This is an optimization exercise on Yosys and OpenROAD, whose aim is small area, not a production implementation. The RTL was checked by simulation tests, not by an equivalence proof against the original design. No activity file was given, so power comes from the tool's default toggle rates.

==> flow/design.v, too long to show whole: its modules and the start of the top module <==
// module ascii_rom: 2056 lines
// module ram256_8_13x6: 35 lines
// module text_driver_80x60: 107 lines
module text_driver_80x60 (
  input CLK_50MHz,
  input RESET,
  input [7:0] CHAR,
  input WE,
  output [12:0] DISP_ADDR,  
  output [7:0] DISP_DATA,
  output DISP_WE
  );
  // ...
==> flow/flow/run.sh <==
#!/bin/bash
# The standard layout with these changes:
#  - synthesis maps the logic with an area-oriented ABC script
#    (flow/abc_area.script) in place of ORFS's, and leaves adders to ABC
#    (no ADDER_MAP_FILE) instead of mapping them to full/half-adder cells;
#  - clock tree synthesis uses clkbuf_8 for the leaf clusters, clkbuf_16
#    above them, and inserts no dummy loads.
set -euo pipefail
rm -rf scripts_area
cp -r "$FLOW_HOME/scripts" scripts_area
cp flow/abc_area.script scripts_area/abc_area.script
bash standard.sh SCRIPTS_DIR="$PWD/scripts_area" ADDER_MAP_FILE= synth > synth.log 2>&1
CTS="-sink_clustering_enable -repair_clock_nets -sink_clustering_size 15 -sink_clustering_max_diameter 50"
CTS="$CTS -buf_list {sky130_fd_sc_hd__clkbuf_16 sky130_fd_sc_hd__clkbuf_8} -root_buf sky130_fd_sc_hd__clkbuf_16"
CTS="$CTS -sink_clustering_buffer sky130_fd_sc_hd__clkbuf_8 -dont_use_dummy_load"
bash standard.sh CTS_ARGS="$CTS" > layout.log 2>&1
==> flow/flow/abc_area.script <==
&get -n
&st
&deepsyn -T 30
&dch -f
&nf -a
&st
&deepsyn -T 30
&dch -f
&nf -a
&put
topo
==> flow/standard.sh <==
#!/bin/bash
# synth_recipe.tcl (not shown) runs the flow's synth.tcl, then flattens the netlist and writes it again
# the make line also repeats each setting of config.mk as NAME=value (left out here)
make -C /OpenROAD-flow-scripts/flow DESIGN_CONFIG=/design/flow/config.mk WORK_HOME=/design/flow/orfs CLKGATE_MAP_FILE= SYNTH_SCRIPT=/design/flow/synth_recipe.tcl "${@:-finish}"
==> flow/config.mk <==
export PLATFORM = sky130hd
export DESIGN_NAME = text_driver_80x60
export DESIGN_NICKNAME = text_driver_80x60
export VERILOG_FILES = /design/flow/design.v
export SDC_FILE = /design/flow/constraint.sdc
export NUM_CORES = 4
export LEC_CHECK = 0
export ABC_AREA = 1
export CAP_MARGIN = 10
export CORE_MARGIN = 2
export CORE_UTILIZATION = 45
export CTS_BUF_LIST = sky130_fd_sc_hd__clkbuf_8 sky130_fd_sc_hd__clkbuf_4
export CTS_CLUSTER_DIAMETER = 60
export CTS_CLUSTER_SIZE = 30
export SLEW_MARGIN = 10
export SYNTH_MEMORY_MAX_BITS = 16384
==> flow/constraint.sdc <==
create_clock -name core_clock -period 10.0 [get_ports {CLK_50MHz}]
set_input_delay 2.0000 -clock core_clock [delete_from_list [all_inputs] [get_ports {CLK_50MHz}]]
set_output_delay 2.0000 -clock core_clock [all_outputs]
set_load 0.01 [all_outputs]
==> impl_metrics.yaml, run 1 <==
route:
  vias_per_cell: 6.757
  routed_wl_um: 108200
  wl_met3_um: 11950
  via_count: 26260
critical_path:
  worstSetupEndpoint: "data"
  start_kind: "flop"
  timing.critical_path.buf_inv: 1
  critPathArrivalTime_ns: 8.12
  critPathLaunch: "px_col[0]"
  worstPathCellList: "and4b_1 -> nand4_1 -> o21ai_0 -> nor4_1 -> and2_2 -> buf_4 -> a22oi_1 -> nand4_1 -> a2111oi_0 -> a21oi_1 -> o41a_2 -> a21oi_1 -> a221oi_1 -> a211oi_1 -> o311ai_0 -> a2111oi_0 -> a211oi_1 -> a211oi_1 -> o32ai_1"
  crit_path_max_fanout: 33
  cp_slowest_cell: "o41a_2"
  reg2reg_depth: 19
  end_kind: "flop"
worst_hold_path:
  hp-start: "char_buffer.g_row[1].g_col[4].g_cell.q[6]"
  whs_path_depth: 2
  hp-class: "flop to flop"
status:
  status: "timing/DRC/antenna clean"
grt:
  grt_max_degree: 84
  grt-ovfl-total: 0
placement:
  hpwl_um: 72810
  gp_congestion: 1.026
  port_buffers: 32
  place_ws_ns: 2.532
synthesis:
  synth-seq-cells: 612
  yosys_warnings: 3
  synth_top_cell_by_area: "dfxtp_1"
  synth-xor-area-share: 0.004222
  synth_compound_area_frac: 0.3139
  synth_top_family_by_area: "compound AO/OA/AOI/OAI gates"
final_layout:
  area.sequential_um2: 12250
  instances_no_fill: 3886
  final_common_cell: "nor2_1"
  inverters_excl_clock: 18
  n_fill_cell: 5372
  dominant_cells: "multi-input gates"
  reg.largest.list: "char_buffer.g_row.g_col.g_cell.q x581, last x7"
floorplan:
  row_count: 86
  initial_core_util: 0.4536
clock_network:
  cts_setup_buffers: 0
  insertion_delay_ns: 0.61
  clk_pin_slew_worst_paths_ns: 0.06
timing:
  finalSetupTns_ns: 0
  maxSlewViolCount: 0
  max_freq_mhz: 129.0
==> run 2, diff against run 1 <==
--- a/flow/flow/run.sh
+++ b/flow/flow/run.sh
@@ -5,5 +5,7 @@
 #    (no ADDER_MAP_FILE) instead of mapping them to full/half-adder cells;
 #  - clock tree synthesis uses clkbuf_8 for the leaf clusters, clkbuf_16
-#    above them, and inserts no dummy loads.
+#    above them, and inserts no dummy loads;
+#  - every input and output port is buffered with buf_1 (the standard flow
+#    picks a larger buffer).
 set -euo pipefail
 rm -rf scripts_area
@@ -14,3 +16,4 @@
 CTS="$CTS -buf_list {sky130_fd_sc_hd__clkbuf_16 sky130_fd_sc_hd__clkbuf_8} -root_buf sky130_fd_sc_hd__clkbuf_16"
 CTS="$CTS -sink_clustering_buffer sky130_fd_sc_hd__clkbuf_8 -dont_use_dummy_load"
-bash standard.sh CTS_ARGS="$CTS" > layout.log 2>&1
+bash standard.sh CTS_ARGS="$CTS" \
+  BUFFER_PORTS_ARGS="-inputs -outputs -buffer_cell sky130_fd_sc_hd__buf_1" > layout.log 2>&1
==> impl_metrics.yaml, run 2 <==
status:
  status: "timing/DRC/antenna clean"
synthesis:
  yosysMostFrequentCell: "nor2_1"
  yosys_warnings: 3
  synth_top_cell_area_share: 0.4922
  synth_area_um2: 24890
  synthTopCellsByArea: "dfxtp_1, a21oi_1, nor2_1"
  async_flop_share: 0
  avgSynthCellArea_um2: 8.268
  synth_edf_count: 0
  synth-seq-cells: 612
  synth_cells: 3011
  synth_top_cell_by_area: "dfxtp_1"
  synth_nets: 3022
  synth_cell_types: 66
  synth_common_cells: "nor2_1, a21oi_1, dfxtp_1, o21ai_0, a22oi_1"
  ys.flop_type: "dfxtp_1"
  seq_area_frac_synth: 0.4922
critical_path:
  path_class: "flop to flop"
  critPathRequiredTime_ns: 10.41
  reg2reg_depth: 20
  critPathArrivalTime_ns: 8.33
  crit_path_max_fanout: 33
  rrSetupSlack_ns: 2.08
  rr_startpoint: "px_col[1]"
  critPathLaunch: "px_col[1]"
  start_kind: "flop"
  end_kind: "flop"
  reg2reg_to: "data"
route:
  vias_per_cell: 6.695
  drc: 0
  postRouteAntennaNets: 0
  drt_iter0_markers: 3810
  routed_wl_um: 108800
  via_count: 26070
  post_drt_wl_per_cell_um: 27.95
  detail_route.first_pass.iterations: 9
power:
  pwr-share-comb: 0.067
  pwr-share-clk: 0.327
  p_leak_uw: 0.009386
  peakVddDrop_uv: 113.6
  power.density_nw_per_um2: 150.8
  switching_share: 0.2560
  seq_power_share: 0.606
  power.net_switching_uw: 1063
  internal_power_uw: 3088
clock_network:
  cts_setup_buffers: 0
  clk_pin_slew_worst_paths_ns: 0.07
  cts_buffer_depth: 3
  root_buffer: "clkbuf_16"
  cts_hold_buf: 0
  cts_tree: "done"
  h-tree-depth: 2
  cts_buffers: 56
  insertion_delay_ns: 0.62
  cts_sinks: 612
  cts_resized: 0
grt:
  grt-ovfl-total: 0
  grt_pass1_wl_um: 159400
  grt_pass1_vias: 24150
  track_usage: 0.3716
  antenna_found_initial: 1
  grt_max_degree: 84
floorplan:
  fp.dieH_um: 239.2
  io_pins: 33
  core_area_um2: 54880
  initial_core_util: 0.4536
  die_x_um: 239.2
  die_area_um2: 57220
  row_count: 86
final_layout:
  insertedDiodeCount: 0
  final_common_cell: "nor2_1"
  regMostFlops: "char_buffer.g_row.g_col.g_cell.q"
  largest_register_ffs: 581
  fin_area_um2: 27520
  n_fill_cell: 5380
  multi_input_area_um2: 12620
  area.sequential_um2: 12250
  area_growth_pct: 10.56
  layout.nets: 3203
  drive_gt1_frac: 0.05705
  reg.largest.list: "char_buffer.g_row.g_col.g_cell.q x581, last x7"
  layout_common_cells: "nor2_1, a21oi_1, dfxtp_1"
placement:
  gp_congestion: 1.013
  post_dp_cell_area_um2: 26700
  port_buffers: 32
  place_ws_ns: 2.544
  hpwl_um: 74080
timing:
  fin_crit_sh: 0.7924
  tightest_slew_ns: 1.229
  fin_crit_ns: 7.924
  hold_viol: 0
  finalSetupTns_ns: 0
  max_freq_mhz: 126.2
  setup_slack_ns: 2.076
  setup_viol: 0
  rsz0062_at_grt: "false"
  maxSlewViolCount: 0
  slew_headroom: 0.1804
  clock_skew_ns: 0.08510
worst_hold_path:
  hp-start: "char_buffer.g_row[1].g_col[2].g_cell.q[5]"
  whs_path_depth: 2
  holdPathEnd: "char_buffer.g_row[1].g_col[2].g_cell.q[5]"
  hp-class: "flop to flop"
job:
  maxCapViolCount: 0
[run 2: cells by family after synthesis]
group,Yosys count,share of synthesized area
buffers and inverters,27,0.005428
DFF,612,0.4922
muxes,3,0.001206
xor gates and xnor gates,12,0.004222
and+or+nand+nor,1083,0.1831
AOI/OAI and AO/OA,1274,0.3139
[run 2: final cells by class]
class,instances,share of cell area
clock buffers,56,0.03005
inverters,18,0.002455
well taps,704,0.03200
flip-flops and latches,612,0.4452
multi-input cells,2372,0.4587
repair buffers,132,0.03164
[run 2: critical path, stage by stage, from the launching register on]
cell	delay, ns
dfxtp_1	0.39
and4b_1	0.46
nand4_1	0.25
o21ai_0	0.78
a211oi_1	0.25
and2_2	0.50
buf_4	0.33
a22oi_1	0.22
nand4_1	0.13
a2111oi_0	0.52
a21oi_1	0.27
o41a_2	0.51
buf_4	0.27
nand2_1	0.67
o311ai_0	0.40
a221oi_1	0.39
o311ai_0	0.18
a2111oi_0	0.44
a211oi_1	0.13
a211oi_1	0.43
o32ai_1	0.15
[run 2: how the worst max path moves through the flow]
stage,endpoint,cells past startpoint
CTS,data,20
global route,data,20
finish,data,20
global placement,data,20
detailed placement,data,20
floorplan,data,15
[run 2: power groups by stage]
stage	clock network [uW]	logic (uW)	registers (uW)
after floorplan	0	154	2560
after global placement	0	265	2570
after detailed placement	0	267	2570
after CTS	1370	268	2510
after global routing	1460	294	2520
final	1360	279	2510
[run 2: metal layers]
metal / track usage / wire, um / up-vias / part of all wire
li1: - / - / 11640 / -
met1: 0.4974 / 43660 / 12460 / 0.40
met2: 0.5776 / 47780 / 1641 / 0.44
met3: 0.07272 / 11530 / 325 / 0.11
met4: 0.1739 / 5860 / 2 / 0.054
met5: 0 / 13 / - / 0.00012
[run 2: per-stage QoR]
step	hold slack, ns	utilization	total power [uW]	std cells
final	0.4893	0.5015	4151	3894
after global routing	0.5021	0.5015	4269	3894
after CTS	0.4881	0.5015	4152	3894
after detailed placement	0.4757	0.4865	2837	3838
after global placement	0.4707	0.4863	2833	3837
after floorplan	0.4626	-	2713	3011
==> run 3, diff against run 2 <==
--- a/flow/config.mk
+++ b/flow/config.mk
@@ -10,7 +10,5 @@
 export CORE_MARGIN = 2
 export CORE_UTILIZATION = 45
-export CTS_BUF_LIST = sky130_fd_sc_hd__clkbuf_8 sky130_fd_sc_hd__clkbuf_4
-export CTS_CLUSTER_DIAMETER = 60
-export CTS_CLUSTER_SIZE = 30
+export GPL_TIMING_DRIVEN = 0
 export SLEW_MARGIN = 10
 export SYNTH_MEMORY_MAX_BITS = 16384
==> impl_metrics.yaml, run 3 <==
status:
  status: "timing/DRC/antenna clean"
grt:
  antenna_found_initial: 1
  track_usage: 0.3539
  grt_max_degree: 48
  grt_pass1_wl_um: 153200
  grt_pass1_vias: 23960
  grt-ovfl-total: 0
power:
  p_leak_uw: 0.009550
  switching_share: 0.2548
  internal_power_uw: 3110
  pwr-share-clk: 0.328
  power.net_switching_uw: 1063
  pwr-share-comb: 0.070
  seq_power_share: 0.602
  power.density_nw_per_um2: 148.5
  peakVddDrop_uv: 118.2
final_layout:
  final_common_cell: "nor2_1"
  layout.nets: 3202
  area.sequential_um2: 12260
  insertedDiodeCount: 0
  drive_gt1_frac: 0.06021
  fin_area_um2: 28110
  regMostFlops: "char_buffer.g_row.g_col.g_cell.q"
  multi_input_area_um2: 12660
  area_growth_pct: 12.91
  largest_register_ffs: 581
  reg.largest.list: "char_buffer.g_row.g_col.g_cell.q x581, last x7"
  layout_common_cells: "nor2_1, a21oi_1, dfxtp_1"
  n_fill_cell: 5220
synthesis:
  synth_common_cells: "nor2_1, a21oi_1, dfxtp_1, o21ai_0, a22oi_1"
  async_flop_share: 0
  synth_area_um2: 24890
  synth_nets: 3022
  yosys_warnings: 3
  synth_edf_count: 0
  synth_cell_types: 66
  synthTopCellsByArea: "dfxtp_1, a21oi_1, nor2_1"
  yosysMostFrequentCell: "nor2_1"
  seq_area_frac_synth: 0.4922
  synth_top_cell_area_share: 0.4922
  ys.flop_type: "dfxtp_1"
  avgSynthCellArea_um2: 8.268
  synth-seq-cells: 612
  synth_top_cell_by_area: "dfxtp_1"
  synth_cells: 3011
critical_path:
  crit_path_max_fanout: 29
  worstPathCellList: "nor2_1 -> nand4_1 -> o21ai_0 -> nor4_1 -> and2_2 -> or2_0 -> nor4_1 -> a211oi_1 -> nor4_1 -> a21o_1 -> nand2_1 -> a311oi_1 -> o32ai_1 -> a21oi_1 -> o211ai_1 -> a41oi_1 -> a211oi_1 -> o32ai_1"
  critPathRequiredTime_ns: 10.41
  critPathArrivalTime_ns: 9.45
  critPathMaxStageDelay_ns: 1.10
  cp_common_cell: "nor4_1"
  end_kind: "flop"
  cp_slowest_cell: "a21o_1"
  path_class: "flop to flop"
  start_kind: "flop"
timing:
  clock_skew_ns: 0.1065
  hold_ws_ns: 0.4864
  max_freq_mhz: 110.5
  maxSlewViolCount: 0
  hold_viol: 0
  fin_crit_ns: 9.047
  fin_crit_sh: 0.9047
  tightest_slew_ns: 1.303
  setup_viol: 0
  slew_headroom: 0.1314
  rsz0062_at_grt: "false"
clock_network:
  cts_buffer_depth: 3
  h-tree-depth: 2
  insertion_delay_ns: 0.62
  cts_tree: "done"
  cts_buffers: 57
  clk_pin_slew_worst_paths_ns: 0.06
  cts_resized: 0
  cts_setup_buffers: 0
  root_buffer: "clkbuf_16"
  cts_sinks: 612
  cts_hold_buf: 0
floorplan:
  row_count: 86
  die_area_um2: 57220
  die_x_um: 239.2
  io_pins: 33
  fp.dieH_um: 239.2
  initial_core_util: 0.4536
  core_area_um2: 54880
placement:
  port_buffers: 32
  gp_congestion: 1.002
  post_dp_cell_area_um2: 27260
  hpwl_um: 71360
route:
  drc: 0
  detail_route.first_pass.iterations: 7
  routed_wl_um: 103700
  drt_iter0_markers: 3364
  postRouteAntennaNets: 0
  post_drt_wl_per_cell_um: 26.63
  via_count: 25730
  vias_per_cell: 6.610
job:
  maxCapViolCount: 0
worst_hold_path:
  hp-class: "flop to flop"
==> run 3: cell types whose count changed in the layout (fill, tap and decap cells not counted), sizes merged <==
cell / change
clkbuf: +1
buf: -2
==> run 3: final cells by class <==
class | count | area share
plain buffers | 9 | 0.002404
repair buffers | 121 | 0.04745
flip-flops and latches | 612 | 0.4360
multi-input cells | 2372 | 0.4505
inverters | 18 | 0.002404
clock buffers | 57 | 0.02991
well taps | 704 | 0.03134
==> run 3: critical path, delay by kind of cell (launching register included) <==
family | cells | cell delay, ns
flip-flops | 1 | 0.61
AO/OA/AOI/OAI | 10 | 4.42
AND/OR/NAND/NOR | 8 | 3.88
==> run 3: kinds of logic (layout without fill, tap and decap cells) <==
family,Yosys count,after routing,synth area share
mux,3,3,0.001206
xor+xnor,12,12,0.004222
compound gates,1274,1274,0.3139
flops,612,612,0.4922
buf+inv,27,205,0.005428
simple gates,1083,1083,0.1831
==> run 3: path summary, 6_finish.rpt <==
path                                                           startpoint                                         to  slack [ns]  depth (start not counted)
worst min register to register  char_buffer.g_row[3].g_col[6].g_cell.q[4]  char_buffer.g_row[3].g_col[6].g_cell.q[4]        0.49                          2
worst min-delay path            char_buffer.g_row[3].g_col[6].g_cell.q[4]  char_buffer.g_row[3].g_col[6].g_cell.q[4]        0.49                          2
worst max-delay path                                            px_row[2]                                       data        0.95                         18
worst max register to register                                  px_row[2]                                       data        0.95                         18
==> run 3: power groups by stage <==
stage                     Sequential, uW  Clock [uW]  Combinational (uW)
final                               2510        1370                 292
after global routing                2520        1480                 308
after CTS                           2510        1390                 283
after detailed placement            2570           0                 283
after global placement              2570           0                 253
after floorplan                     2560           0                 154
==> run 3: stage by stage <==
stage	worst slack (ns)	util	setup TNS [ns]	total power [uW]	cells
after global placement	-10.33	0.4719	-10.33	2821	3747
after global routing	0.8122	0.5122	0	4301	3893
after detailed placement	1.366	0.4967	0	2850	3835
after floorplan	0.1793	-	0	2713	3011
after CTS	1.339	0.5120	0	4181	3892
final	0.9533	0.5122	0	4173	3893
==> run 3: per-layer routing <==
metal  wire length (um)  vias to the layer above  global-route usage
li1                   -                    11670                   -
met1              42360                    12390              0.4807
met2              46290                     1402              0.5542
met3               9809                      270             0.05313
met4               5204                        0              0.1652
met5                  0                        -                   0
==> run 4, diff against run 3 <==
--- a/flow/flow/run.sh
+++ b/flow/flow/run.sh
@@ -13,5 +13,5 @@
 cp flow/abc_area.script scripts_area/abc_area.script
 bash standard.sh SCRIPTS_DIR="$PWD/scripts_area" ADDER_MAP_FILE= synth > synth.log 2>&1
-CTS="-sink_clustering_enable -repair_clock_nets -sink_clustering_size 15 -sink_clustering_max_diameter 50"
+CTS="-sink_clustering_enable -repair_clock_nets -sink_clustering_size 18 -sink_clustering_max_diameter 50"
 CTS="$CTS -buf_list {sky130_fd_sc_hd__clkbuf_16 sky130_fd_sc_hd__clkbuf_8} -root_buf sky130_fd_sc_hd__clkbuf_16"
 CTS="$CTS -sink_clustering_buffer sky130_fd_sc_hd__clkbuf_8 -dont_use_dummy_load"
--- a/flow/config.mk
+++ b/flow/config.mk
@@ -9,6 +9,5 @@
 export CAP_MARGIN = 10
 export CORE_MARGIN = 2
-export CORE_UTILIZATION = 45
-export GPL_TIMING_DRIVEN = 0
+export CORE_UTILIZATION = 50
 export SLEW_MARGIN = 10
 export SYNTH_MEMORY_MAX_BITS = 16384
==> impl_metrics.yaml, run 4 <==
status:
  status: "timing/DRC/antenna clean"
final_layout:
  layout_common_cells: "nor2_1, a21oi_1, dfxtp_1"
  drive_gt1_frac: 0.05114
  final_common_cell: "nor2_1"
  reg.largest.list: "char_buffer.g_row.g_col.g_cell.q x581, last x7"
  instances_no_fill: 3832
  layout.nets: 3181
  area_growth_pct: 9.499
  regMostFlops: "char_buffer.g_row.g_col.g_cell.q"
  insertedDiodeCount: 0
  largest_register_ffs: 581
timing:
  maxSlewViolCount: 0
  fin_crit_ns: 7.741
  setup_viol: 0
  rsz0062_at_grt: "false"
  fin_crit_sh: 0.7741
  hold_ws_ns: 0.4906
  finalSetupTns_ns: 0
  hold_viol: 0
  slew_headroom: 0.1582
  clock_skew_ns: 0.1305
  tightest_slew_ns: 1.249
  max_freq_mhz: 129.2
critical_path:
  timing.critical_path.buf_inv: 1
  crit_path_max_fanout: 29
  path_class: "flop to flop"
  critPathMaxStageDelay_ns: 0.93
  cp_slowest_cell: "nor2_1"
  crit_family: "simple AND/OR/NAND/NOR gates"
  critPathArrivalTime_ns: 8.10
  start_kind: "flop"
  critPathRequiredTime_ns: 10.36
  end_kind: "flop"
  worstPathCellList: "and4b_1 -> nand4_1 -> o21ai_0 -> nor4_1 -> and2_2 -> buf_4 -> a221oi_1 -> and3_1 -> a211oi_1 -> nor4_1 -> a21o_1 -> nor2_1 -> o22ai_1 -> a32o_1 -> a21o_1 -> o211ai_1 -> a41oi_1 -> a211oi_1 -> o32ai_1"
synthesis:
  synth_top_cell_by_area: "dfxtp_1"
  synth_cell_types: 66
  synth_area_um2: 24890
  yosys_warnings: 3
  seq_area_frac_synth: 0.4922
  synth_compound_area_frac: 0.3139
  synthSimpleGateAreaFrac: 0.1831
  synth_mux_area_frac: 0.001206
  synth_edf_count: 0
  synth_cells: 3011
  synth_nets: 3022
  synth-seq-cells: 612
  ys.flop_type: "dfxtp_1"
  synth-xor-area-share: 0.004222
  synthAdderAreaFrac: 0
  async_flop_share: 0
  yosysMostFrequentCell: "nor2_1"
  avgSynthCellArea_um2: 8.268
  synthTopCellsByArea: "dfxtp_1, a21oi_1, nor2_1"
  synth_common_cells: "nor2_1, a21oi_1, dfxtp_1, o21ai_0, a22oi_1"
  synth_top_family_by_area: "compound AO/OA/AOI/OAI gates"
  synth_top_cell_area_share: 0.4922
placement:
  dp.cells: 3784
  port_buffers: 32
  hpwl_um: 71910
  gp_congestion: 1.033
clock_network:
  h-tree-depth: 2
  insertion_delay_ns: 0.60
  cts_buffer_depth: 3
  cts_resized: 0
  cts_hold_buf: 0
  clk_pin_slew_worst_paths_ns: 0.06
  cts_sinks: 612
  cts_buffers: 48
  cts_setup_buffers: 0
  cts_tree: "done"
  root_buffer: "clkbuf_16"
power:
  power.density_nw_per_um2: 148.6
  peakVddDrop_uv: 159.6
  p_leak_uw: 0.009264
floorplan:
  die_area_um2: 51590
  initial_core_util: 0.5075
  core_area_um2: 49050
  row_count: 81
  io_pins: 33
  fp.dieH_um: 227.1
  die_x_um: 227.1
worst_hold_path:
  hp-class: "flop to flop"
grt:
  track_usage: 0.4034
  grt_pass1_wl_um: 156100
  grt-ovfl-total: 0
  antenna_found_initial: 6
  grt_pass1_vias: 24400
  grt_max_degree: 84
route:
  vias_per_cell: 6.961
  routed_wl_um: 106800
  postRouteAntennaNets: 0
  drc: 0
  via_count: 26680
  drt_iter0_markers: 4767
  detail_route.first_pass.iterations: 8
  post_drt_wl_per_cell_um: 27.86
job:
  maxCapViolCount: 0
run 4: cell counts after synthesis:
Identical to the previous run, type by type.
run 4: report_power, final:
group / internal (uW) / leakage, uW / switching (uW)
logic: 61.2 / 0.00393 / 215
clock network: 478 / 0.000371 / 780
registers: 2480 / 0.00497 / 36.5
run 4: layer usage:
metal	share of wire	routed length [um]	global-route usage
met5	0.00046	49	0
met4	0.059	6315	0.1992
met3	0.13	13810	0.1029
met2	0.43	45430	0.6056
met1	0.39	41170	0.5395
run 4: metrics by stage:
step                      power, uW  setup slack, ns  instance area (um^2)    util
after CTS                      4032            2.547                 27260  0.5557
after detailed placement       2833            2.557                 26540  0.5411
final                          4050            2.259                 27260  0.5557
after floorplan                2713           0.1793                 24900       -
after global routing           4147            1.826                 27260  0.5557
after global placement         2830            2.608                 26540  0.5411
run 4: final cells by class:
class / count / area [um^2]
Inverter: 18 / 67.56
Clock buffer: 48 / 716.9
Fill cell: 4643 / 21790
Timing Repair Buffer: 118 / 765.7
Sequential cell: 612 / 12250
Tap cell: 664 / 830.8
Multi-Input combinational cell: 2372 / 12620
run 4: kinds of logic (layout without fill, tap and decap cells):
logic type	Yosys count	count (layout)
compound gates	1274	1274
simple gates	1083	1083
flops	612	612
buf+inv	27	184
xor+xnor	12	12
mux	3	3
run 4: path summary, 6_finish.rpt:
| path | startpoint | to | slack [ns] | cells past startpoint |
|---|---|---|---|---|
| setup / recovery | px_col[1] | data | 2.26 | 19 |
| hold reg to reg | char_buffer.g_row[1].g_col[8].g_cell.q[5] | char_buffer.g_row[1].g_col[8].g_cell.q[5] | 0.49 | 2 |
| setup reg to reg | px_col[1] | data | 2.26 | 19 |
| hold / removal | char_buffer.g_row[1].g_col[8].g_cell.q[5] | char_buffer.g_row[1].g_col[8].g_cell.q[5] | 0.49 | 2 |
run 4: worst reg2reg max path, stage by stage (launching register included):
cell	delay [ns]
dfxtp_1	0.49
and4b_1	0.34
nand4_1	0.24
o21ai_0	0.36
nor4_1	0.62
and2_2	0.90
buf_4	0.41
a221oi_1	0.12
and3_1	0.20
a211oi_1	0.67
nor4_1	0.21
a21o_1	0.43
nor2_1	0.93
o22ai_1	0.33
a32o_1	0.33
a21o_1	0.15
o211ai_1	0.14
a41oi_1	0.16
a211oi_1	0.45
o32ai_1	0.14
==> run 5, diff against run 4 <==
--- a/flow/config.mk
+++ b/flow/config.mk
@@ -10,4 +10,5 @@
 export CORE_MARGIN = 2
 export CORE_UTILIZATION = 50
+export PLACE_DENSITY = 0.7
 export SLEW_MARGIN = 10
 export SYNTH_MEMORY_MAX_BITS = 16384
==> impl_metrics.yaml, run 5 <==
status:
  status: "timing/DRC/antenna clean"
floorplan:
  die_area_um2: 51590
  core_area_um2: 49050
  fp.dieH_um: 227.1
  io_pins: 33
  die_x_um: 227.1
  initial_core_util: 0.5075
  row_count: 81
route:
  post_drt_wl_per_cell_um: 28.15
  routed_wl_um: 108400
  drc: 0
  postRouteAntennaNets: 0
  detail_route.first_pass.iterations: 10
  drt_iter0_markers: 4390
  vias_per_cell: 6.995
  via_count: 26940
grt:
  track_usage: 0.4126
  use_met1: 0.5302
  grt_max_degree: 84
  grt-ovfl-total: 0
  grtUsageMet3: 0.08815
  grt-busiest-layer: "met2"
  grt_pass1_vias: 25010
  antenna_found_initial: 2
  grt_pass1_wl_um: 159600
  met2_usage: 0.6387
critical_path:
  path_class: "flop to flop"
  critPathRequiredTime_ns: 10.35
  critPathArrivalTime_ns: 8.70
  crit_path_max_fanout: 19
  worstPathCellList: "and4b_1 -> nand4_1 -> o21ai_0 -> a211oi_1 -> and2_2 -> buf_4 -> a222oi_1 -> and3_1 -> a41oi_1 -> o41a_2 -> nand2_1 -> o311ai_0 -> a221oi_1 -> o311ai_0 -> a2111oi_0 -> a211oi_1 -> a211oi_1 -> o32ai_1"
  cp_slowest_cell: "o41a_2"
  cp_common_cell: "a211oi_1"
  start_kind: "flop"
  end_kind: "flop"
  reg2reg_depth: 18
  critPathMaxStageDelay_ns: 0.89
placement:
  hpwl_um: 74440
  gp_congestion: 1.036
  dp.cells: 3801
  port_buffers: 32
synthesis:
  synth_top_cell_area_share: 0.4922
  ys.flop_type: "dfxtp_1"
  yosys_warnings: 3
  synthTopCellsByArea: "dfxtp_1, a21oi_1, nor2_1"
  seq_area_frac_synth: 0.4922
  synth_common_cells: "nor2_1, a21oi_1, dfxtp_1, o21ai_0, a22oi_1"
  synth-seq-cells: 612
  avgSynthCellArea_um2: 8.268
  synth_top_cell_by_area: "dfxtp_1"
  yosysMostFrequentCell: "nor2_1"
  synth_nets: 3022
  synth_edf_count: 0
  synth_cell_types: 66
  synth_area_um2: 24890
  synth_cells: 3011
  async_flop_share: 0
timing:
  max_freq_mhz: 119.7
  tightest_slew_ns: 1.242
  hold_viol: 0
  clock_skew_ns: 0.1063
  hold_ws_ns: 0.4887
  rsz0062_at_grt: "false"
  fin_crit_ns: 8.355
  finalSetupTns_ns: 0
  setup_viol: 0
  fin_crit_sh: 0.8355
  slew_headroom: 0.1717
  maxSlewViolCount: 0
power:
  p_leak_uw: 0.009357
  peakVddDrop_uv: 147.2
  power.density_nw_per_um2: 148.5
worst_hold_path:
  hp-class: "flop to flop"
  whs_path_depth: 2
clock_network:
  cts_setup_buffers: 0
  cts_resized: 0
  cts_hold_buf: 0
  cts_buffer_depth: 3
  insertion_delay_ns: 0.61
  cts_buffers: 49
  cts_sinks: 612
  root_buffer: "clkbuf_16"
  clk_pin_slew_worst_paths_ns: 0.06
  h-tree-depth: 2
  cts_tree: "done"
final_layout:
  area_growth_pct: 10.12
  n_fill_cell: 4561
  layout.nets: 3199
  reg.largest.list: "char_buffer.g_row.g_col.g_cell.q x581, last x7"
  utilization: 0.5588
  largest_register_ffs: 581
  drive_gt1_frac: 0.05587
  final_common_cell: "nor2_1"
  layout_common_cells: "nor2_1, a21oi_1, dfxtp_1"
  instances_no_fill: 3851
  regMostFlops: "char_buffer.g_row.g_col.g_cell.q"
job:
  maxCapViolCount: 0
-- run 5: changes by cell type in the layout (fill, tap and decap cells not counted) --
cell	change
a21o_1	+1
a21o_2	-1
and2_1	+1
and2_2	-1
buf_12	+1
buf_4	+16
clkbuf_8	+1
diode_2	+1
o21ai_0	+4
o21ai_1	-4
-- run 5: cell families after synthesis --
kind of cell / Yosys count / synth area share
compound gates: 1274 / 0.3139
flops: 612 / 0.4922
buf+inv: 27 / 0.005428
mux: 3 / 0.001206
simple gates: 1083 / 0.1831
xor+xnor: 12 / 0.004222
-- run 5: through the flow --
stage               setup WS [ns]  power [uW]  cell area [um^2]
floorplan                  0.1793        2713             24900
global placement            2.435        2831             26680
detailed placement          2.242        2836             26680
CTS                         2.200        4048             27410
global route                1.498        4169             27410
finish                      1.645        4071             27410
-- run 5: final timing paths --
kind | startpoint | end | slack (ns)
worst min register to register | char_buffer.g_row[4].g_col[2].g_cell.q[1] | char_buffer.g_row[4].g_col[2].g_cell.q[1] | 0.49
worst min-delay path | char_buffer.g_row[4].g_col[2].g_cell.q[1] | char_buffer.g_row[4].g_col[2].g_cell.q[1] | 0.49
worst max register to register | px_col[2] | data | 1.65
worst max-delay path | px_col[2] | data | 1.65
-- run 5: critical path: cells and delay by family (launching register included) --
kind | cells | cell delay, ns
compound gates | 12 | 5.13
buf+inv | 1 | 0.33
flops | 1 | 0.45
simple gates | 5 | 2.25
-- run 5: layout make-up --
cell class	count	area (um^2)	share of cell area
Antenna cell	1	2.502	0.00009129
Clock buffer	49	730.7	0.02666
Inverter	18	67.56	0.002465
Multi-Input combinational cell	2372	12620	0.4605
Sequential cell	612	12250	0.4470
Tap cell	664	830.8	0.03031
Timing Repair Buffer	135	905.9	0.03305
-- run 5: where the power goes --
group	total (uW)	leakage, uW	internal (uW)	switching (uW)
registers	2510	0.00497	2480	35.5
logic	281	0.00401	62.2	219
clock network	1270	0.000378	486	788
-- run 5: layer usage --
metal / part of all wire / routed length (um)
met1: 0.37 / 39600
met2: 0.43 / 46960
met3: 0.13 / 13910
met4: 0.073 / 7912
met5: 0.00013 / 14
==> run 6, diff against run 5 <==
--- a/flow/config.mk
+++ b/flow/config.mk
@@ -7,8 +7,7 @@
 export LEC_CHECK = 0
 export ABC_AREA = 1
-export CAP_MARGIN = 10
+export CAP_MARGIN = 5
 export CORE_MARGIN = 2
 export CORE_UTILIZATION = 50
-export PLACE_DENSITY = 0.7
-export SLEW_MARGIN = 10
+export SLEW_MARGIN = 5
 export SYNTH_MEMORY_MAX_BITS = 16384
==> impl_metrics.yaml, run 6 <==
status:
  status: "timing/DRC/antenna clean"
grt:
  antenna_found_initial: 6
  grt_pass1_vias: 24400
  grt_max_degree: 84
  track_usage: 0.4034
  grt_pass1_wl_um: 156100
  grt-ovfl-total: 0
timing:
  maxSlewViolCount: 0
  tightest_slew_ns: 1.249
  setup_viol: 0
  rsz0062_at_grt: "false"
  hold_viol: 0
  max_freq_mhz: 129.2
  clock_skew_ns: 0.1305
  fin_crit_ns: 7.741
  fin_crit_sh: 0.7741
  setup_slack_ns: 2.259
  slew_headroom: 0.1582
  finalSetupTns_ns: 0
critical_path:
  rr_startpoint: "px_col[1]"
  critPathRequiredTime_ns: 10.36
  reg2reg_to: "data"
  end_kind: "flop"
  crit_path_max_fanout: 29
  critPathArrivalTime_ns: 8.10
  rrSetupSlack_ns: 2.26
  reg2reg_depth: 19
  start_kind: "flop"
  path_class: "flop to flop"
power:
  peakVddDrop_uv: 159.6
  power.density_nw_per_um2: 148.6
  p_leak_uw: 0.009264
worst_hold_path:
  hp-class: "flop to flop"
  hp-start: "char_buffer.g_row[1].g_col[8].g_cell.q[5]"
  holdPathEnd: "char_buffer.g_row[1].g_col[8].g_cell.q[5]"
  whs_path_depth: 2
final_layout:
  instances_no_fill: 3832
  final_common_cell: "nor2_1"
  largest_register_ffs: 581
  layout_common_cells: "nor2_1, a21oi_1, dfxtp_1"
  layout.nets: 3181
  reg.largest.list: "char_buffer.g_row.g_col.g_cell.q x581, last x7"
  insertedDiodeCount: 0
  regMostFlops: "char_buffer.g_row.g_col.g_cell.q"
  n_fill_cell: 4643
  area_growth_pct: 9.499
  drive_gt1_frac: 0.05114
  utilization: 0.5557
synthesis:
  async_flop_share: 0
  avgSynthCellArea_um2: 8.268
  synth_common_cells: "nor2_1, a21oi_1, dfxtp_1, o21ai_0, a22oi_1"
  ys.flop_type: "dfxtp_1"
  synth_nets: 3022
  synth_top_cell_by_area: "dfxtp_1"
  yosysMostFrequentCell: "nor2_1"
  synthTopCellsByArea: "dfxtp_1, a21oi_1, nor2_1"
  synth-seq-cells: 612
  synth_cell_types: 66
  synth_top_cell_area_share: 0.4922
  synth_area_um2: 24890
  synth_cells: 3011
  seq_area_frac_synth: 0.4922
  synth_edf_count: 0
  yosys_warnings: 3
clock_network:
  root_buffer: "clkbuf_16"
  cts_sinks: 612
  h-tree-depth: 2
  cts_hold_buf: 0
  cts_setup_buffers: 0
  clk_pin_slew_worst_paths_ns: 0.06
  cts_tree: "done"
  cts_buffer_depth: 3
  cts_resized: 0
  cts_buffers: 48
  insertion_delay_ns: 0.60
floorplan:
  io_pins: 33
  die_x_um: 227.1
  fp.dieH_um: 227.1
  die_area_um2: 51590
  row_count: 81
  initial_core_util: 0.5075
  core_area_um2: 49050
placement:
  place_ws_ns: 2.557
  dp.cells: 3784
  gp_congestion: 1.033
  port_buffers: 32
  hpwl_um: 71910
job:
  maxCapViolCount: 0
route:
  via_count: 26680
  post_drt_wl_per_cell_um: 27.86
  drc: 0
  postRouteAntennaNets: 0
  routed_wl_um: 106800
  detail_route.first_pass.iterations: 8
  vias_per_cell: 6.961
  drt_iter0_markers: 4767
## run 6: cell counts after synthesis
No cell type changed its count.
## run 6: final cells by class
| cell class | count | area (um^2) | share of cell area |
|---|---|---|---|
| multi-input combinational | 2372 | 12620 | 0.4631 |
| sequential | 612 | 12250 | 0.4495 |
| tap | 664 | 830.8 | 0.03048 |
| timing repair buffer | 118 | 765.7 | 0.02809 |
| clock buffer | 48 | 716.9 | 0.02630 |
| inverter | 18 | 67.56 | 0.002479 |
## run 6: metal layers
| layer | vias up | GRT usage | wire length, um |
|---|---|---|---|
| met5 | - | 0 | 49 |
| met4 | 8 | 0.1992 | 6315 |
| met3 | 453 | 0.1029 | 13810 |
| met2 | 1971 | 0.6056 | 45430 |
| met1 | 12620 | 0.5395 | 41170 |
| li1 | 11620 | - | - |
## run 6: worst max-delay path by stage
stage,start,to,slack [ns],depth (start not counted)
floorplan,send,data,0.18,15
global placement,px_col[2],data,2.61,18
detailed placement,px_col[2],data,2.56,18
CTS,px_col[2],data,2.55,18
global route,px_col[2],data,1.83,18
finish,px_col[1],data,2.26,19
## run 6: kinds of logic (layout without fill, tap and decap cells)
logic type / after synthesis / count (layout) / share of synthesized area
AOI/OAI and AO/OA: 1274 / 1274 / 0.3139
and+or+nand+nor: 1083 / 1083 / 0.1831
DFF: 612 / 612 / 0.4922
buffers and inverters: 27 / 184 / 0.005428
xor gates and xnor gates: 12 / 12 / 0.004222
muxes: 3 / 3 / 0.001206
## run 6: critical path, cell delays in order, from the launching register on
cell,delay (ns)
dfxtp_1,0.49
and4b_1,0.34
nand4_1,0.24
o21ai_0,0.36
nor4_1,0.62
and2_2,0.90
buf_4,0.40
a221oi_1,0.11
and3_1,0.20
a211oi_1,0.67
nor4_1,0.21
a21o_1,0.42
nor2_1,0.93
o22ai_1,0.33
a32o_1,0.33
a21o_1,0.15
o211ai_1,0.14
a41oi_1,0.16
a211oi_1,0.45
o32ai_1,0.14
## run 6: power breakdown
group	switching [uW]	total, uW	internal, uW
combinational	215	276	61.2
sequential	36.5	2520	2480
clock	780	1260	478
## run 6: metrics by stage
stage | hold slack (ns) | power [uW] | instance area (um^2)
after CTS | 0.4894 | 4032 | 27260
after global placement | 0.4732 | 2830 | 26540
final | 0.4906 | 4050 | 27260
after global routing | 0.4985 | 4147 | 27260
after detailed placement | 0.4767 | 2833 | 26540
after floorplan | 0.4626 | 2713 | 24900
==> run 7, diff against run 6 <==
--- a/flow/flow/run.sh
+++ b/flow/flow/run.sh
@@ -13,5 +13,5 @@
 cp flow/abc_area.script scripts_area/abc_area.script
 bash standard.sh SCRIPTS_DIR="$PWD/scripts_area" ADDER_MAP_FILE= synth > synth.log 2>&1
-CTS="-sink_clustering_enable -repair_clock_nets -sink_clustering_size 18 -sink_clustering_max_diameter 50"
+CTS="-sink_clustering_enable -repair_clock_nets -sink_clustering_size 16 -sink_clustering_max_diameter 45"
 CTS="$CTS -buf_list {sky130_fd_sc_hd__clkbuf_16 sky130_fd_sc_hd__clkbuf_8} -root_buf sky130_fd_sc_hd__clkbuf_16"
 CTS="$CTS -sink_clustering_buffer sky130_fd_sc_hd__clkbuf_8 -dont_use_dummy_load"
--- a/flow/config.mk
+++ b/flow/config.mk
@@ -7,7 +7,7 @@
 export LEC_CHECK = 0
 export ABC_AREA = 1
-export CAP_MARGIN = 5
+export CAP_MARGIN = 10
 export CORE_MARGIN = 2
 export CORE_UTILIZATION = 50
-export SLEW_MARGIN = 5
+export SLEW_MARGIN = 10
 export SYNTH_MEMORY_MAX_BITS = 16384
==> impl_metrics.yaml, run 7 <==
status:
  status: "timing/DRC/antenna clean"
synthesis:
  synth_edf_count: 0
  synth_area_um2: 24890
  synth_cell_types: 66
  synth_nets: 3022
  synth-seq-cells: 612
  ys.flop_type: "dfxtp_1"
  synth_cells: 3011
  avgSynthCellArea_um2: 8.268
  synth_top_family_by_area: "compound AO/OA/AOI/OAI gates"
  yosys_warnings: 3
  synthSimpleGateAreaFrac: 0.1831
  synth-xor-area-share: 0.004222
  synth_common_cells: "nor2_1, a21oi_1, dfxtp_1, o21ai_0, a22oi_1"
  seq_area_frac_synth: 0.4922
  synthAdderAreaFrac: 0
  synthTopCellsByArea: "dfxtp_1, a21oi_1, nor2_1"
  async_flop_share: 0
  synth_mux_area_frac: 0.001206
  yosysMostFrequentCell: "nor2_1"
  synth_top_cell_by_area: "dfxtp_1"
  synth_top_cell_area_share: 0.4922
  synth_compound_area_frac: 0.3139
route:
  drt_iter0_markers: 4496
  routed_wl_um: 107000
  post_drt_wl_per_cell_um: 27.81
  detail_route.first_pass.iterations: 7
  postRouteAntennaNets: 0
  drc: 0
  via_count: 26590
  vias_per_cell: 6.912
grt:
  grt_pass1_vias: 24450
  track_usage: 0.4048
  grt_pass1_wl_um: 156300
  antenna_found_initial: 7
  grt_max_degree: 84
  grt-ovfl-total: 0
critical_path:
  reg2reg_depth: 18
  rrSetupSlack_ns: 2.20
  critPathArrivalTime_ns: 8.20
  rr_startpoint: "px_col[1]"
  path_class: "flop to flop"
  end_kind: "flop"
  crit_path_max_fanout: 33
  critPathRequiredTime_ns: 10.39
  start_kind: "flop"
  reg2reg_to: "data"
final_layout:
  layout_common_cells: "nor2_1, a21oi_1, dfxtp_1"
  drive_gt1_frac: 0.05412
  regMostFlops: "char_buffer.g_row.g_col.g_cell.q"
  instances_no_fill: 3847
  area_growth_pct: 10.10
  reg.largest.list: "char_buffer.g_row.g_col.g_cell.q x581, last x7"
  largest_register_ffs: 581
  final_common_cell: "nor2_1"
  layout.nets: 3191
timing:
  finalSetupTns_ns: 0
  hold_viol: 0
  fin_crit_sh: 0.7803
  rsz0062_at_grt: "false"
  slew_headroom: 0.1294
  max_freq_mhz: 128.2
  fin_crit_ns: 7.803
  tightest_slew_ns: 1.292
  setup_viol: 0
  clock_skew_ns: 0.09689
  maxSlewViolCount: 0
power:
  internal_power_uw: 3103
  peakVddDrop_uv: 143.9
  pwr-share-clk: 0.329
  pwr-share-comb: 0.066
  power.net_switching_uw: 1054
  seq_power_share: 0.605
  power.density_nw_per_um2: 151.7
  p_leak_uw: 0.009336
  switching_share: 0.2536
floorplan:
  row_count: 81
  core_area_um2: 49050
  io_pins: 33
  die_area_um2: 51590
  die_x_um: 227.1
  fp.dieH_um: 227.1
  initial_core_util: 0.5075
clock_network:
  h-tree-depth: 2
  cts_buffer_depth: 3
  clk_pin_slew_worst_paths_ns: 0.07
  cts_sinks: 612
  root_buffer: "clkbuf_16"
  cts_tree: "done"
  cts_resized: 0
  cts_buffers: 58
  insertion_delay_ns: 0.62
  cts_setup_buffers: 0
  cts_hold_buf: 0
worst_hold_path:
  holdPathEnd: "char_buffer.g_row[2].g_col[2].g_cell.q[1]"
  hp-class: "flop to flop"
  hp-start: "char_buffer.g_row[2].g_col[2].g_cell.q[1]"
  whs_path_depth: 2
placement:
  hpwl_um: 71910
  dp.cells: 3784
  gp_congestion: 1.033
  port_buffers: 32
job:
  maxCapViolCount: 0
run 7: area by class of cell:
cell class / count / area [um^2]
fill: 4637 / 21640
multi-input combinational: 2372 / 12620
sequential: 612 / 12250
clock buffer: 58 / 854.6
tap: 664 / 830.8
timing repair buffer: 118 / 765.7
inverter: 18 / 67.56
antenna: 5 / 12.51
run 7: per-stage QoR:
| step | setup WS (ns) | hold slack, ns | cell area [um^2] | utilization | power [uW] |
|---|---|---|---|---|---|
| after CTS | 2.507 | 0.4880 | 27400 | 0.5585 | 4143 |
| final | 2.197 | 0.4884 | 27410 | 0.5588 | 4157 |
| after global routing | 1.788 | 0.5002 | 27400 | 0.5585 | 4267 |
| after global placement | 2.608 | 0.4732 | 26540 | 0.5411 | 2830 |
| after floorplan | 0.1793 | 0.4626 | 24900 | - | 2713 |
| after detailed placement | 2.557 | 0.4767 | 26540 | 0.5411 | 2833 |
run 7: cells by family after synthesis:
logic type / Yosys count
AOI/OAI and AO/OA: 1274
xor gates and xnor gates: 12
buffers and inverters: 27
DFF: 612
muxes: 3
and+or+nand+nor: 1083
run 7: worst max-delay path: stages (launching register included):
cell and delay, ns:
dfxtp_1 0.39, and4b_1 0.47, nand4_1 0.27, o21ai_0 0.84, nor4_1 0.19, and2_2 0.54, or2_0 0.46, a221oi_1 0.24
and3_1 0.22, a31oi_1 0.26, o41a_2 0.87, a21oi_1 0.86, a21oi_1 0.10, o41ai_1 0.67, o21ai_0 0.26, a221o_1 0.34
a32o_1 0.21, a221oi_1 0.30, o32ai_1 0.11
run 7: how the worst max path moves through the flow:
stage / from / end / slack, ns / cells past startpoint
after floorplan: send / data / 0.18 / 15
after global placement: px_col[2] / data / 2.61 / 18
after detailed placement: px_col[2] / data / 2.56 / 18
after CTS: px_col[1] / data / 2.51 / 18
after global routing: px_col[1] / data / 1.79 / 18
final: px_col[1] / data / 2.20 / 18
run 7: per-layer routing:
layer  GRT usage  share of wire  vias to the layer above
met1      0.5404           0.38                    12620
met2      0.6019           0.42                     1902
met3      0.1048           0.13                      435
met5           0        0.00051                        -
met4      0.2123          0.059                        8
li1            -              -                    11630
run 7: power by group through the flow:
stage	clock, uW	combinational, uW	sequential [uW]
after floorplan	0	154	2560
after global placement	0	261	2570
after detailed placement	0	263	2570
after CTS	1370	263	2510
after global routing	1460	289	2520
final	1370	275	2520
==> run 8, diff against run 7 <==
--- a/flow/config.mk
+++ b/flow/config.mk
@@ -9,5 +9,5 @@
 export CAP_MARGIN = 10
 export CORE_MARGIN = 2
-export CORE_UTILIZATION = 50
+export CORE_UTILIZATION = 55
 export SLEW_MARGIN = 10
 export SYNTH_MEMORY_MAX_BITS = 16384
==> impl_metrics.yaml, run 8 <==
status:
  status: "timing/DRC/antenna clean"
synthesis:
  synth_top_family_by_area: "compound AO/OA/AOI/OAI gates"
  synth_area_um2: 24890
  yosysMostFrequentCell: "nor2_1"
  seq_area_frac_synth: 0.4922
  synth_cells: 3011
  synthAdderAreaFrac: 0
  synth_common_cells: "nor2_1, a21oi_1, dfxtp_1, o21ai_0, a22oi_1"
  synth_compound_area_frac: 0.3139
  synth_cell_types: 66
  async_flop_share: 0
  synth_nets: 3022
  synth_top_cell_area_share: 0.4922
  synthTopCellsByArea: "dfxtp_1, a21oi_1, nor2_1"
  synth_mux_area_frac: 0.001206
  ys.flop_type: "dfxtp_1"
  synth-seq-cells: 612
  synth_edf_count: 0
  yosys_warnings: 3
  synthSimpleGateAreaFrac: 0.1831
  synth_top_cell_by_area: "dfxtp_1"
  avgSynthCellArea_um2: 8.268
  synth-xor-area-share: 0.004222
power:
  peakVddDrop_uv: 170.7
  finalPower_uw: 4146
  p_leak_uw: 0.009368
  power.density_nw_per_um2: 151.6
clock_network:
  cts_tree: "done"
  cts_buffer_depth: 3
  cts_resized: 0
  root_buffer: "clkbuf_16"
  h-tree-depth: 2
  cts_buffers: 56
  clk_pin_slew_worst_paths_ns: 0.07
  insertion_delay_ns: 0.63
  cts_setup_buffers: 0
  cts_sinks: 612
  cts_hold_buf: 0
floorplan:
  die_area_um2: 46980
  core_area_um2: 44410
  initial_core_util: 0.5605
  io_pins: 33
  row_count: 77
  fp.dieH_um: 216.7
  die_x_um: 216.7
placement:
  gp_congestion: 1.062
  port_buffers: 32
  place_ws_ns: 2.544
  hpwl_um: 69500
route:
  drc: 0
  detail_route.first_pass.iterations: 9
  vias_per_cell: 7.112
  post_drt_wl_per_cell_um: 27.43
  via_count: 26870
  routed_wl_um: 103600
  drt_iter0_markers: 4435
  postRouteAntennaNets: 0
final_layout:
  area_growth_pct: 9.876
  largest_register_ffs: 581
  final_common_cell: "nor2_1"
  reg.largest.list: "char_buffer.g_row.g_col.g_cell.q x581, last x7"
  layout.nets: 3199
  regMostFlops: "char_buffer.g_row.g_col.g_cell.q"
  layout_common_cells: "nor2_1, a21oi_1, dfxtp_1"
  insertedDiodeCount: 0
  drive_gt1_frac: 0.05587
  utilization: 0.6159
critical_path:
  path_class: "flop to flop"
  crit_path_max_fanout: 24
  end_kind: "flop"
  start_kind: "flop"
  critPathArrivalTime_ns: 8.52
  critPathRequiredTime_ns: 10.39
timing:
  clock_skew_ns: 0.1102
  setup_slack_ns: 1.873
  maxSlewViolCount: 0
  hold_ws_ns: 0.4875
  finalSetupTns_ns: 0
  fin_crit_sh: 0.8127
  rsz0062_at_grt: "false"
  tightest_slew_ns: 1.252
  max_freq_mhz: 123.0
  hold_viol: 0
  setup_viol: 0
  fin_crit_ns: 8.127
  slew_headroom: 0.1562
grt:
  grt_pass1_wl_um: 153600
  antenna_found_initial: 2
  track_usage: 0.4276
  grt_max_degree: 84
  grt_pass1_vias: 24990
  grt-ovfl-total: 0
job:
  maxCapViolCount: 0
worst_hold_path:
  hp-class: "flop to flop"
==> run 8: cell counts after synthesis <==
Identical to the previous run, type by type.
==> run 8: worst paths after layout <==
| check | startpoint | slack, ns | cells after the start | endpoint |
|---|---|---|---|---|
| worst min-delay path | char_buffer.g_row[3].g_col[7].g_cell.q[5] | 0.49 | 2 | char_buffer.g_row[3].g_col[7].g_cell.q[5] |
| worst max-delay path | px_col[2] | 1.87 | 19 | data |
| worst min register to register | char_buffer.g_row[3].g_col[7].g_cell.q[5] | 0.49 | 2 | char_buffer.g_row[3].g_col[7].g_cell.q[5] |
| worst max register to register | px_col[2] | 1.87 | 19 | data |
==> run 8: worst max-delay path, cell delays in order, from the launching register on <==
cell,delay (ns)
dfxtp_1,0.46
and4b_1,0.45
nand4_1,0.24
o21ai_0,0.77
a211oi_1,0.20
and2_2,0.51
buf_4,0.36
a222oi_1,0.43
nand3_1,0.12
o21ai_0,0.40
nand2_1,0.24
o41a_1,0.70
a21oi_1,0.94
a21oi_1,0.15
o41ai_1,0.61
o21ai_0,0.31
a221o_1,0.36
a32o_1,0.20
a221oi_1,0.31
o32ai_1,0.11
==> run 8: layout make-up <==
type / instances / area [um^2]
inverters: 18 / 67.56
clock buffers: 56 / 827.0
fillers: 3839 / 17060
well taps: 592 / 740.7
flip-flops and latches: 612 / 12250
repair buffers: 128 / 840.8
multi-input cells: 2372 / 12620
==> run 8: cell families after synthesis <==
family,count (synthesis)
AO/OA/AOI/OAI,1274
AND/OR/NAND/NOR,1083
flip-flops,612
buffers and inverters,27
XOR/XNOR,12
multiplexers,3
==> run 8: where the power goes <==
part | total [uW] | internal (uW) | switching, uW
Combinational | 275 | 62.3 | 213
Clock | 1360 | 546 | 812
Sequential | 2510 | 2480 | 34.2
Total | 4150 | 3090 | 1060
==> run 8: routing by layer <==
layer / part of all wire / track usage / vias to the layer above
li1: - / - / 11630
met4: 0.068 / 0.2555 / 0
met5: 0 / 0 / -
met2: 0.42 / 0.6308 / 2201
met1: 0.37 / 0.5655 / 12540
met3: 0.15 / 0.1093 / 490
==> run 8: metrics by stage <==
step	std cells	instance area [um^2]
2_1_floorplan	3011	24900
3_3_place_gp	3722	26530
3_5_place_dp	3722	26530
4_1_cts	3778	27350
5_1_grt	3778	27350
6_report	3778	27350
==> run 9, diff against run 8 <==
--- a/flow/flow/run.sh
+++ b/flow/flow/run.sh
@@ -13,5 +13,5 @@
 cp flow/abc_area.script scripts_area/abc_area.script
 bash standard.sh SCRIPTS_DIR="$PWD/scripts_area" ADDER_MAP_FILE= synth > synth.log 2>&1
-CTS="-sink_clustering_enable -repair_clock_nets -sink_clustering_size 16 -sink_clustering_max_diameter 45"
+CTS="-sink_clustering_enable -repair_clock_nets -sink_clustering_size 17 -sink_clustering_max_diameter 50"
 CTS="$CTS -buf_list {sky130_fd_sc_hd__clkbuf_16 sky130_fd_sc_hd__clkbuf_8} -root_buf sky130_fd_sc_hd__clkbuf_16"
 CTS="$CTS -sink_clustering_buffer sky130_fd_sc_hd__clkbuf_8 -dont_use_dummy_load"
--- a/flow/config.mk
+++ b/flow/config.mk
@@ -9,5 +9,5 @@
 export CAP_MARGIN = 10
 export CORE_MARGIN = 2
-export CORE_UTILIZATION = 55
+export CORE_UTILIZATION = 50
 export SLEW_MARGIN = 10
 export SYNTH_MEMORY_MAX_BITS = 16384
==> impl_metrics.yaml, run 9 <==
synthesis:
  synth_cell_types: 66
  synth_top_cell_by_area: "dfxtp_1"
  synthTopCellsByArea: "dfxtp_1, a21oi_1, nor2_1"
  async_flop_share: 0
  synth_common_cells: "nor2_1, a21oi_1, dfxtp_1, o21ai_0, a22oi_1"
  synth-seq-cells: 612
  avgSynthCellArea_um2: 8.268
  yosysMostFrequentCell: "nor2_1"
  synth_edf_count: 0
  yosys_warnings: 3
  ys.flop_type: "dfxtp_1"
  synth_nets: 3022
  synth_cells: 3011
  synth_area_um2: 24890
  synth_top_cell_area_share: 0.4922
  seq_area_frac_synth: 0.4922
final_layout:
  final_common_cell: "nor2_1"
  n_fill_cell: 4641
  layout_common_cells: "nor2_1, a21oi_1, dfxtp_1"
  area.sequential_um2: 12250
  area_growth_pct: 9.509
  regMostFlops: "char_buffer.g_row.g_col.g_cell.q"
  drive_gt1_frac: 0.05114
  layout.nets: 3181
  multi_input_area_um2: 12620
  largest_register_ffs: 581
  reg.largest.list: "char_buffer.g_row.g_col.g_cell.q x581, last x7"
  fin_area_um2: 27260
floorplan:
  row_count: 81
  core_area_um2: 49050
  io_pins: 33
  fp.dieH_um: 227.1
  die_x_um: 227.1
  initial_core_util: 0.5075
  die_area_um2: 51590
grt:
  met2_usage: 0.6021
  grt_pass1_vias: 24360
  grt_max_degree: 84
  grt-busiest-layer: "met2"
  track_usage: 0.4043
  grtUsageMet3: 0.1049
  use_met1: 0.5436
  grt_pass1_wl_um: 156300
  grt-ovfl-total: 0
  antenna_found_initial: 2
power:
  pwr-share-comb: 0.068
  power.density_nw_per_um2: 148.4
  seq_power_share: 0.622
  p_leak_uw: 0.009264
  switching_share: 0.2542
  power.net_switching_uw: 1029
  pwr-share-clk: 0.310
  peakVddDrop_uv: 155.9
  internal_power_uw: 3018
route:
  routed_wl_um: 106800
  drc: 0
  via_count: 26570
  vias_per_cell: 6.933
  detail_route.first_pass.iterations: 9
  post_drt_wl_per_cell_um: 27.86
  drt_iter0_markers: 4791
  postRouteAntennaNets: 0
clock_network:
  cts_buffer_depth: 3
  cts_hold_buf: 0
  cts_tree: "done"
  cts_setup_buffers: 0
  root_buffer: "clkbuf_16"
  insertion_delay_ns: 0.60
  cts_resized: 0
  cts_sinks: 612
  cts_buffers: 48
  h-tree-depth: 2
  clk_pin_slew_worst_paths_ns: 0.08
placement:
  post_dp_cell_area_um2: 26540
  hpwl_um: 71910
  port_buffers: 32
  gp_congestion: 1.033
worst_hold_path:
  whs_path_depth: 2
  hp-start: "char_buffer.g_row[2].g_col[2].g_cell.q[1]"
  hp-class: "flop to flop"
  holdPathEnd: "char_buffer.g_row[2].g_col[2].g_cell.q[1]"
timing:
  max_freq_mhz: 129.1
  slew_headroom: 0.1531
  setup_viol: 0
  hold_viol: 0
  rsz0062_at_grt: "false"
  maxSlewViolCount: 0
  clock_skew_ns: 0.1249
  finalSetupTns_ns: 0
  tightest_slew_ns: 1.270
  fin_crit_sh: 0.7745
  fin_crit_ns: 7.745
  hold_ws_ns: 0.4900
critical_path:
  reg2reg_to: "data"
  rr_startpoint: "px_col[2]"
  path_class: "flop to flop"
  critPathArrivalTime_ns: 8.11
  crit_path_max_fanout: 33
  critPathRequiredTime_ns: 10.36
  start_kind: "flop"
  critPathMaxStageDelay_ns: 0.93
  worstPathCellList: "and4b_1 -> nand4_1 -> o21ai_0 -> a211oi_1 -> and2_2 -> buf_4 -> a222oi_1 -> and3_1 -> a41oi_1 -> o41a_2 -> a21oi_1 -> a21oi_1 -> o41ai_1 -> o21ai_0 -> a221o_1 -> a32o_1 -> a221oi_1 -> o32ai_1"
  reg2reg_depth: 18
  rrSetupSlack_ns: 2.26
  end_kind: "flop"
  cp_slowest_cell: "o41a_2"
job:
  maxCapViolCount: 0
status:
  status: "timing/DRC/antenna clean"
[run 9: changes by cell type in the layout (fill, tap and decap cells not counted), sizes merged]
cell    change
buf        -10
diode       +1
clkbuf      -8
[run 9: critical path: cells and delay by family, from the launching register on]
| family | cells | cell delay [ns] |
|---|---|---|
| buffers and inverters | 1 | 0.33 |
| and+or+nand+nor | 4 | 1.34 |
| AOI/OAI and AO/OA | 13 | 5.45 |
| DFF | 1 | 0.46 |
[run 9: metal layers]
layer | share of wire | wire [um] | vias up
met5 | 0 | 0 | -
met1 | 0.39 | 41480 | 12610
li1 | - | - | 11630
met3 | 0.13 | 13800 | 421
met4 | 0.057 | 6098 | 0
met2 | 0.43 | 45410 | 1914
[run 9: cell type report]
type	count	area share
diodes	1	0.00009179
flip-flops and latches	612	0.4495
clock buffers	48	0.02630
multi-input cells	2372	0.4631
well taps	664	0.03048
inverters	18	0.002478
repair buffers	118	0.02809
[run 9: metrics by stage]
stage / setup slack, ns / power, uW / cells / utilization
final: 2.255 / 4047 / 3833 / 0.5558
after global routing: 1.828 / 4152 / 3832 / 0.5557
after CTS: 2.547 / 4033 / 3832 / 0.5557
after detailed placement: 2.557 / 2833 / 3784 / 0.5411
after global placement: 2.608 / 2830 / 3784 / 0.5411
after floorplan: 0.1793 / 2713 / 3011 / -
[run 9: logic make-up (layout without fill, tap and decap cells)]
family                 Yosys count  in the layout  share of synthesized area
multiplexers                     3              3                   0.001206
flip-flops                     612            612                     0.4922
buffers and inverters           27            184                   0.005428
AND/OR/NAND/NOR               1083           1083                     0.1831
AO/OA/AOI/OAI                 1274           1274                     0.3139
XOR/XNOR                        12             12                   0.004222
other                            0              1                          0
[run 9: worst max path at each step]
| stage | from | to | slack, ns | cells after the start |
|---|---|---|---|---|
| 5_1_grt | px_col[2] | data | 1.83 | 18 |
| 4_1_cts | px_col[2] | data | 2.55 | 18 |
| 6_report | px_col[2] | data | 2.26 | 18 |
| 2_1_floorplan | send | data | 0.18 | 15 |
| 3_5_place_dp | px_col[2] | data | 2.56 | 18 |
| 3_3_place_gp | px_col[2] | data | 2.61 | 18 |
[run 9: power by group through the flow]
| stage | sequential, uW | clock [uW] | combinational (uW) |
|---|---|---|---|
| after floorplan | 2560 | 0 | 154 |
| after global placement | 2570 | 0 | 261 |
| after detailed placement | 2570 | 0 | 263 |
| after CTS | 2510 | 1260 | 263 |
| after global routing | 2520 | 1340 | 289 |
| final | 2520 | 1250 | 276 |
==> run 10, diff against run 9 <==
==> flow/flow/run.sh (replaced) <==
#!/bin/bash
# The standard layout with these changes:
#  - synthesis maps the logic with an area-oriented ABC script
#    (flow/abc_area.script) in place of ORFS's, and leaves adders to ABC
#    (no ADDER_MAP_FILE) instead of mapping them to full/half-adder cells;
#  - clock tree synthesis clusters up to 20 flip-flops per clkbuf_16 and
#    inserts no dummy loads.
set -euo pipefail
rm -rf scripts_area
cp -r "$FLOW_HOME/scripts" scripts_area
cp flow/abc_area.script scripts_area/abc_area.script
bash standard.sh SCRIPTS_DIR="$PWD/scripts_area" ADDER_MAP_FILE= synth > synth.log 2>&1
CTS="-sink_clustering_enable -repair_clock_nets -sink_clustering_size 20 -sink_clustering_max_diameter 60"
CTS="$CTS -buf_list {sky130_fd_sc_hd__clkbuf_16} -dont_use_dummy_load"
bash standard.sh CTS_ARGS="$CTS" > layout.log 2>&1
--- a/flow/config.mk
+++ b/flow/config.mk
@@ -9,5 +9,8 @@
 export CAP_MARGIN = 10
 export CORE_MARGIN = 2
-export CORE_UTILIZATION = 50
+export CORE_UTILIZATION = 45
+export CTS_BUF_LIST = sky130_fd_sc_hd__clkbuf_8 sky130_fd_sc_hd__clkbuf_4
+export CTS_CLUSTER_DIAMETER = 60
+export CTS_CLUSTER_SIZE = 30
 export SLEW_MARGIN = 10
 export SYNTH_MEMORY_MAX_BITS = 16384
==> impl_metrics.yaml, run 10 <==
route:
  detail_route.first_pass.iterations: 8
  drt_iter0_markers: 3791
  drc: 0
  routed_wl_um: 108100
  post_drt_wl_per_cell_um: 27.89
  postRouteAntennaNets: 0
  via_count: 26280
  vias_per_cell: 6.784
floorplan:
  core_area_um2: 54880
  die_x_um: 239.2
  io_pins: 33
  die_area_um2: 57220
  row_count: 86
  fp.dieH_um: 239.2
  initial_core_util: 0.4536
grt:
  grt-busiest-layer: "met2"
  grt_pass1_wl_um: 159600
  grt_max_degree: 84
  met2_usage: 0.5692
  use_met1: 0.4962
  grtUsageMet3: 0.07722
  grt_pass1_vias: 24480
  grt-ovfl-total: 0
  track_usage: 0.3703
  antenna_found_initial: 1
critical_path:
  crit_family: "compound AO/OA/AOI/OAI gates"
  timing.critical_path.buf_inv: 1
  critPathMaxStageDelay_ns: 0.87
  crit_path_max_fanout: 33
  critPathArrivalTime_ns: 8.16
  reg2reg_depth: 19
  rrSetupSlack_ns: 2.21
  rr_startpoint: "px_col[2]"
  reg2reg_to: "data"
  start_kind: "flop"
  worstPathCellList: "and4b_1 -> nand4_1 -> o21ai_0 -> nor4_1 -> and2_2 -> buf_4 -> a22oi_1 -> nand4_1 -> a2111oi_0 -> a21oi_1 -> o41a_2 -> a21oi_1 -> a221oi_1 -> a211oi_1 -> o311ai_0 -> a2111oi_0 -> a211oi_1 -> a211oi_1 -> o32ai_1"
  end_kind: "flop"
  cp_common_cell: "a211oi_1"
  cp_slowest_cell: "o41a_2"
  path_class: "flop to flop"
  critPathRequiredTime_ns: 10.37
status:
  status: "timing/DRC/antenna clean"
final_layout:
  layout.nets: 3181
  area_growth_pct: 12.05
  final_common_cell: "nor2_1"
  regMostFlops: "char_buffer.g_row.g_col.g_cell.q"
  drive_gt1_frac: 0.05114
  utilization: 0.5083
  instances_no_fill: 3874
  fin_area_um2: 27890
  largest_register_ffs: 581
  layout_common_cells: "nor2_1, a21oi_1, dfxtp_1"
  reg.largest.list: "char_buffer.g_row.g_col.g_cell.q x581, last x7"
clock_network:
  cts_buffer_depth: 3
  insertion_delay_ns: 0.62
  cts_setup_buffers: 0
  clk_pin_slew_worst_paths_ns: 0.07
  cts_buffers: 42
  cts_hold_buf: 0
  h-tree-depth: 2
  root_buffer: "clkbuf_16"
  cts_resized: 0
  cts_tree: "done"
  cts_sinks: 612
synthesis:
  synth-seq-cells: 612
  async_flop_share: 0
  seq_area_frac_synth: 0.4922
  synth_common_cells: "nor2_1, a21oi_1, dfxtp_1, o21ai_0, a22oi_1"
  avgSynthCellArea_um2: 8.268
  synthTopCellsByArea: "dfxtp_1, a21oi_1, nor2_1"
  yosysMostFrequentCell: "nor2_1"
  synth_edf_count: 0
  synth_nets: 3022
  synth_top_cell_area_share: 0.4922
  synth_cells: 3011
  yosys_warnings: 3
  synth_top_cell_by_area: "dfxtp_1"
  synth_area_um2: 24890
  ys.flop_type: "dfxtp_1"
  synth_cell_types: 66
power:
  internal_power_uw: 3295
  p_leak_uw: 0.009521
  pwr-share-clk: 0.358
  power.net_switching_uw: 1080
  peakVddDrop_uv: 151.4
  seq_power_share: 0.574
  switching_share: 0.2469
  power.density_nw_per_um2: 156.9
  pwr-share-comb: 0.067
placement:
  dp.cells: 3830
  gp_congestion: 1.026
  post_dp_cell_area_um2: 26840
  port_buffers: 32
  hpwl_um: 72810
worst_hold_path:
  hp-start: "char_buffer.g_row[5].g_col[0].g_cell.q[1]"
  whs_path_depth: 2
  holdPathEnd: "char_buffer.g_row[5].g_col[0].g_cell.q[1]"
  hp-class: "flop to flop"
timing:
  slew_headroom: 0.1363
  setup_viol: 0
  tightest_slew_ns: 1.296
  max_freq_mhz: 128.4
  rsz0062_at_grt: "false"
  fin_crit_sh: 0.7789
  hold_viol: 0
  fin_crit_ns: 7.789
  maxSlewViolCount: 0
  clock_skew_ns: 0.1049
  finalSetupTns_ns: 0
job:
  maxCapViolCount: 0
run 10: changes by cell type in the layout (fill, tap and decap cells not counted):
cell,change
buf_1,-32
buf_4,+6
clkbuf_16,+37
clkbuf_8,-43
clkdlybuf4s50_1,+32
diode_2,+1
o21ai_0,+1
o21ai_1,-1
run 10: tightest hold or removal path: stages, from the launching register on:
cell and delay [ns]:
dfxtp_1 0.31, nor2_1 0.09, a21oi_1 0.04
run 10: power by group through the flow:
stage          combinational [uW]  sequential [uW]  clock (uW)
2_1_floorplan                 154             2560           0
3_3_place_gp                  283             2570           0
3_5_place_dp                  283             2570           0
4_1_cts                       285             2510        1580
5_1_grt                       310             2520        1660
6_report                      294             2510        1570
run 10: cells by family (layout without fill, tap and decap cells):
kind of cell,count (synthesis),in the layout,share of synthesized area
xor gates and xnor gates,12,12,0.004222
DFF,612,612,0.4922
buffers and inverters,27,184,0.005428
other,0,2,0
and+or+nand+nor,1083,1083,0.1831
AOI/OAI and AO/OA,1274,1274,0.3139
muxes,3,3,0.001206
run 10: final cells by class:
cell class	instances	area, um^2
clock buffers	42	1051
well taps	704	880.8
fillers	5341	26980
repair buffers	124	1011
inverters	18	67.56
diodes	2	5.005
multi-input cells	2372	12620
flip-flops and latches	612	12250
run 10: stage by stage:
step | power (uW) | hold WS, ns | setup slack [ns]
final | 4375 | 0.4878 | 2.211
after global routing | 4487 | 0.4965 | 1.773
after CTS | 4376 | 0.4880 | 2.408
after detailed placement | 2852 | 0.4756 | 2.532
after global placement | 2851 | 0.4704 | 2.576
after floorplan | 2713 | 0.4626 | 0.1793
run 10: worst max-delay path by stage:
stage	start	end	slack, ns	cells past startpoint
3_5_place_dp	px_col[0]	data	2.53	19
4_1_cts	px_col[2]	data	2.41	19
5_1_grt	px_col[2]	data	1.77	19
6_report	px_col[2]	data	2.21	19
3_3_place_gp	px_col[1]	data	2.58	19
2_1_floorplan	send	data	0.18	15
run 10: routing by layer:
metal,wire (um),share of wire,up-vias
met5,0,0,-
met1,43390,0.40,12680
li1,-,-,11640
met2,47490,0.44,1596
met3,11260,0.10,364
met4,5925,0.055,0
